Context: an optimization exercise on an open-source flow, tuned for small area, a short achievable clock period and few clock cycles per item. The choices shown serve that exercise and are no tape-out recipe.
Power figures rest on the tool's default switching activity, not on a simulated workload.

## the reference run
==> flow/design.v <==
module counter (
	input clk, rst,
	output reg [7:0] step
);
	always @(posedge clk) begin
		if (rst)
			step <= 8'b0000_0001;
		else
			step <= {step[6:0], step[7]};
	end
endmodule
module rotator
(
	input [16:0] x, y,
	input [15:0] angle,
	input neg_dir,
	input [7:0] step,
	output [16:0] xp, yp,
	output [15:0] angle_p,
	output y_is_zero
);
	wire signed [16:0] y_signed = y;
	reg [16:0] x_shifted, y_shifted;
	reg [15:0] t;
	wire y_neg = y[16];
	wire y_pos = ~y[16];
	integer i;
	reg signed [16:0] y_sh;
	localparam [127:0] T = {16'h0051, 16'h00a3, 16'h0146, 16'h028b,
	                        16'h0511, 16'h09fb, 16'h12e4, 16'h2000};
	always @(*) begin
		x_shifted = 17'd0;
		y_shifted = 17'd0;
		t = 16'd0;
		for (i = 0; i < 8; i = i + 1) begin
			x_shifted = x_shifted | ((x >> i) & {17{step[i]}});
			y_sh = y_signed >>> i;
			y_shifted = y_shifted | (y_sh & {17{step[i]}});
			t = t | (T[16*i +: 16] & {16{step[i]}});
		end
	end
	adder #(17) add_x(x, y_shifted ^ {17{y_neg}}, y_neg, xp);
	adder #(17) add_y(y, x_shifted ^ {17{y_pos}}, y_pos, yp);
	wire sub = y_neg ^ neg_dir;
	adder #(16) add_angle(angle, t ^ {16{sub}}, sub, angle_p);
	assign y_is_zero = ~|y;
endmodule
module adder #(parameter W = 17) (
	input [W-1:0] a, b,
	input cin,
	output [W-1:0] sum
);
	localparam N = W + 1;	 
	localparam L = $clog2(N);
	wire [N-1:0] g [0:L];
	wire [N-1:0] p [0:L];
	assign g[0] = {a & b, cin};
	assign p[0] = {a ^ b, 1'b0};
	genvar l, i;
	generate for (l = 0; l < L; l = l + 1) begin : level
		for (i = 0; i < N; i = i + 1) begin : node
			if (((i >> l) & 1) == 1) begin : merge
				localparam J = ((i >> l) << l) - 1;
				if ((i >> l) == 1) begin : gray
					prefix_gray pc(g[l][i], p[l][i], g[l][J], g[l+1][i]);
					assign p[l+1][i] = 1'b0;
				end
				else begin : black
					prefix_black pc(g[l][i], p[l][i], g[l][J], p[l][J], g[l+1][i], p[l+1][i]);
				end
			end
			else begin : keep
				assign g[l+1][i] = g[l][i];
				assign p[l+1][i] = p[l][i];
			end
		end
	end endgenerate
	assign sum = p[0][N-1:1] ^ g[L][N-2:0];
endmodule
module prefix_black (
	input gh, ph, gl, pl,
	output g, p
);
	assign g = gh | (ph & gl);
	assign p = ph & pl;
endmodule
module prefix_gray (
	input gh, ph, gl,
	output g
);
	assign g = gh | (ph & gl);
endmodule
module cordic_mod(
	input clk, rst,
	input signed [15:0] inp_x, inp_y,
	output [15:0] arctan,
	output reg valid
);
	reg [16:0] x, y;
	reg [15:0] angle;
	reg neg_dir;	 
	reg stop;	 
	wire is_x_negative = inp_x[15];
	wire is_y_negative = inp_y[15];
	wire is_x_zero = ~|inp_x;
	wire is_y_zero = ~|inp_y;
	wire [15:0] below_x, below_y;
	genvar b;
	generate for (b = 0; b < 16; b = b + 1) begin : abs_bits
		if (b == 0) begin : lsb
			assign below_x[b] = 1'b0;
			assign below_y[b] = 1'b0;
		end
		else begin : other
			assign below_x[b] = |inp_x[b-1:0];
			assign below_y[b] = |inp_y[b-1:0];
		end
	end endgenerate
	wire [16:0] abs_x = {1'b0, inp_x ^ (below_x & {16{is_x_negative}})};
	wire [16:0] abs_y = {1'b0, inp_y ^ (below_y & {16{is_y_negative}})};
	reg [15:0] start_angle;
	always @(*) begin
		if (is_x_zero)
			start_angle = {is_y_negative, {15{~is_y_negative}}};
		else if (is_y_zero)
			start_angle = 16'h0000;
		else case ({is_x_negative, is_y_negative})
			2'b00: start_angle = 16'h0000;
			2'b01: start_angle = 16'h0000;
			2'b10: start_angle = 16'h7fff;
			2'b11: start_angle = 16'h8001;
		endcase
	end
	wire [7:0] step;
	counter cntr(clk, rst, step);
	wire [16:0] xp, yp;
	wire [15:0] angle_p;
	wire y_is_zero;
	rotator rttr(x, y, angle, neg_dir, step, xp, yp, angle_p, y_is_zero);
	wire step_en = ~valid & ~stop & ~y_is_zero;
	always @(posedge clk) begin
		if (rst) begin
			x <= abs_x;
			y <= abs_y;
			angle <= start_angle;
			neg_dir <= is_x_negative ^ is_y_negative;
			stop <= is_x_zero;
		end
		else begin
			x <= xp;
			y <= yp;
			if (step_en)
				angle <= angle_p;
			stop <= stop | y_is_zero;
		end
	end
	always @(posedge clk) begin
		if (rst)
			valid <= 1'b0;
		else if (step[7])
			valid <= 1'b1;
	end
	assign arctan = angle;
endmodule
==> flow/config.mk <==
export PLATFORM = sky130hd
export DESIGN_NAME = cordic_mod
export DESIGN_NICKNAME = cordic_mod
export VERILOG_FILES = /design/flow/design.v
export SDC_FILE = /design/flow/constraint.sdc
export NUM_CORES = 4
export LEC_CHECK = 0
export CAP_MARGIN = 20
export CORE_MARGIN = 2
export CORE_UTILIZATION = 40
export CTS_BUF_LIST = sky130_fd_sc_hd__clkbuf_4 sky130_fd_sc_hd__clkbuf_8
export CTS_CLUSTER_DIAMETER = 100
export CTS_CLUSTER_SIZE = 32
export SETUP_SLACK_MARGIN = 5.0
export SLEW_MARGIN = 20
export SYNTH_HIERARCHICAL = 1
export SYNTH_MINIMUM_KEEP_SIZE = 0
==> flow/constraint.sdc <==
create_clock -name core_clock -period 8.0 [get_ports {clk}]
set_input_delay 1.6000 -clock core_clock [delete_from_list [all_inputs] [get_ports {clk}]]
set_output_delay 1.6000 -clock core_clock [all_outputs]
set_load 0.01 [all_outputs]
standard.sh (not shown) runs the stock make flow with config.mk's settings and CLKGATE_MAP_FILE= SYNTH_SCRIPT=/design/flow/synth_recipe.tcl, a recipe that flattens the netlist after the stock synthesis.
==> flow/flow/run.sh <==
#!/bin/bash
# The standard layout, except that the port buffers are the smallest buffer
# (buf_1) instead of the flow's default
# pick. Synthesis is the standard one, unchanged.
set -euo pipefail
bash standard.sh synth > synth.log 2>&1
bash standard.sh BUFFER_PORTS_ARGS="-buffer_cell sky130_fd_sc_hd__buf_1" finish > layout.log 2>&1
--- input diff the reference run..the trial run ---
-- flow/design.v --
<<< the reference run, line 13
(
	input [16:0] x, y,
	input [15:0] angle,
	input neg_dir,
>>> the trial run, line 13
(
	input [16:0] x, y,
	input y_pos,	 
	input [15:0] angle,
	input neg_dir,
<<< the reference run, line 24
	reg [15:0] t;
	wire y_neg = y[16];
	wire y_pos = ~y[16];
	integer i;
	reg signed [16:0] y_sh;
>>> the trial run, line 25
	reg [15:0] t;
	wire y_neg = y[16];
	integer i;
	reg signed [16:0] y_sh;
<<< the reference run, line 42
	adder #(17) add_x(x, y_shifted ^ {17{y_neg}}, y_neg, xp);
	adder #(17) add_y(y, x_shifted ^ {17{y_pos}}, y_pos, yp);
	wire sub = y_neg ^ neg_dir;
	adder #(16) add_angle(angle, t ^ {16{sub}}, sub, angle_p);
	assign y_is_zero = ~|y;
>>> the trial run, line 42
	adder #(17) add_x(x, y_shifted ^ {17{y_neg}}, y_neg, xp);
	adder #(17) add_y(y, x_shifted ^ {17{y_pos}}, y_pos, yp);
	wire sub = ~(y_pos ^ neg_dir);
	adder #(16) add_angle(angle, t ^ {16{sub}}, sub, angle_p);
	assign y_is_zero = ~|y;
<<< the reference run, line 98
);
	reg [16:0] x, y;
	reg [15:0] angle;
	reg neg_dir;	 
>>> the trial run, line 98
);
	reg [16:0] x, y;
	reg y_pos;	 
	reg [15:0] angle;
	reg neg_dir;	 
<<< the reference run, line 137
	wire [15:0] angle_p;
	wire y_is_zero;
	rotator rttr(x, y, angle, neg_dir, step, xp, yp, angle_p, y_is_zero);
	wire step_en = ~valid & ~stop & ~y_is_zero;
	always @(posedge clk) begin
>>> the trial run, line 138
	wire [15:0] angle_p;
	wire y_is_zero;
	rotator rttr(x, y, y_pos, angle, neg_dir, step, xp, yp, angle_p, y_is_zero);
	wire step_en = ~valid & ~stop & ~y_is_zero;
	always @(posedge clk) begin
<<< the reference run, line 143
			x <= abs_x;
			y <= abs_y;
			angle <= start_angle;
			neg_dir <= is_x_negative ^ is_y_negative;
>>> the trial run, line 144
			x <= abs_x;
			y <= abs_y;
			y_pos <= 1'b1;
			angle <= start_angle;
			neg_dir <= is_x_negative ^ is_y_negative;
<<< the reference run, line 150
			x <= xp;
			y <= yp;
			if (step_en)
				angle <= angle_p;
>>> the trial run, line 152
			x <= xp;
			y <= yp;
			y_pos <= ~yp[16];
			if (step_en)
				angle <= angle_p;
[summary]
The trial run completed every stage of the flow, and the final layout passed the timing, design-rule and antenna checks. Number of non-filler instances in the completed layout: the reference run vs the trial run — no meaningful difference. Sort the trial run and the reference run by via count of the first global-routing pass desc -> top: the reference run. Wire length of the first global-routing pass (lower): the trial run. For the upper clock frequency limit, the trial run came in about 1.1% higher than the reference run did. Changes observed in the trial run relative to the reference run: internal power picked up an extra about 1.8%; setup slack after layout rose by 34 ps; overall routed net length has decreased; count of flip-flops and latches grew by 1; post-placement cell area higher. The final reports for the trial run and the reference run show final area higher in the former. In terms of simple-gate share of the synthesized area, the reference run and the trial run differ only marginally. As of the trial run, total power per unit cell area had fallen slightly compared to the reference run. Relative to the reference run, the synthesized netlist cell count of the trial run is lower by 3.
Function was not checked in any run of this note: the RTL went through the layout flow alone.

## static timing again, ports no longer ideal
Ports are ideal in the flow. The routed layouts listed here were re-timed in OpenROAD.
Step 1 assumes that a clkbuf_16 drives the clock port and a buf_2 every other input.
Step 2 adds t to the input delays and takes it off the output delays; t is the mean of the earliest and latest rising clock arrival at the registers after step 1. Input paths then give back, and output paths get back, about the clock's delay inside the block.
Three values: ideal ports, drivers, drivers and shift; two values: the first two.
| run | shift t [ns] | slack for setup (ns) | worst setup path at the end |
|---|---|---|---|
| the reference run | 0.407 | 4.967 / 4.966 / 4.559 | input to register |
| the trial run | 0.407 | 5.000 / 5.017 / 4.610 | input to register |
After both steps every run listed still meets setup and hold. The setup slack of the reference run, which loses most, moves by -0.001 ns with the drivers and by -0.408 ns with both steps.
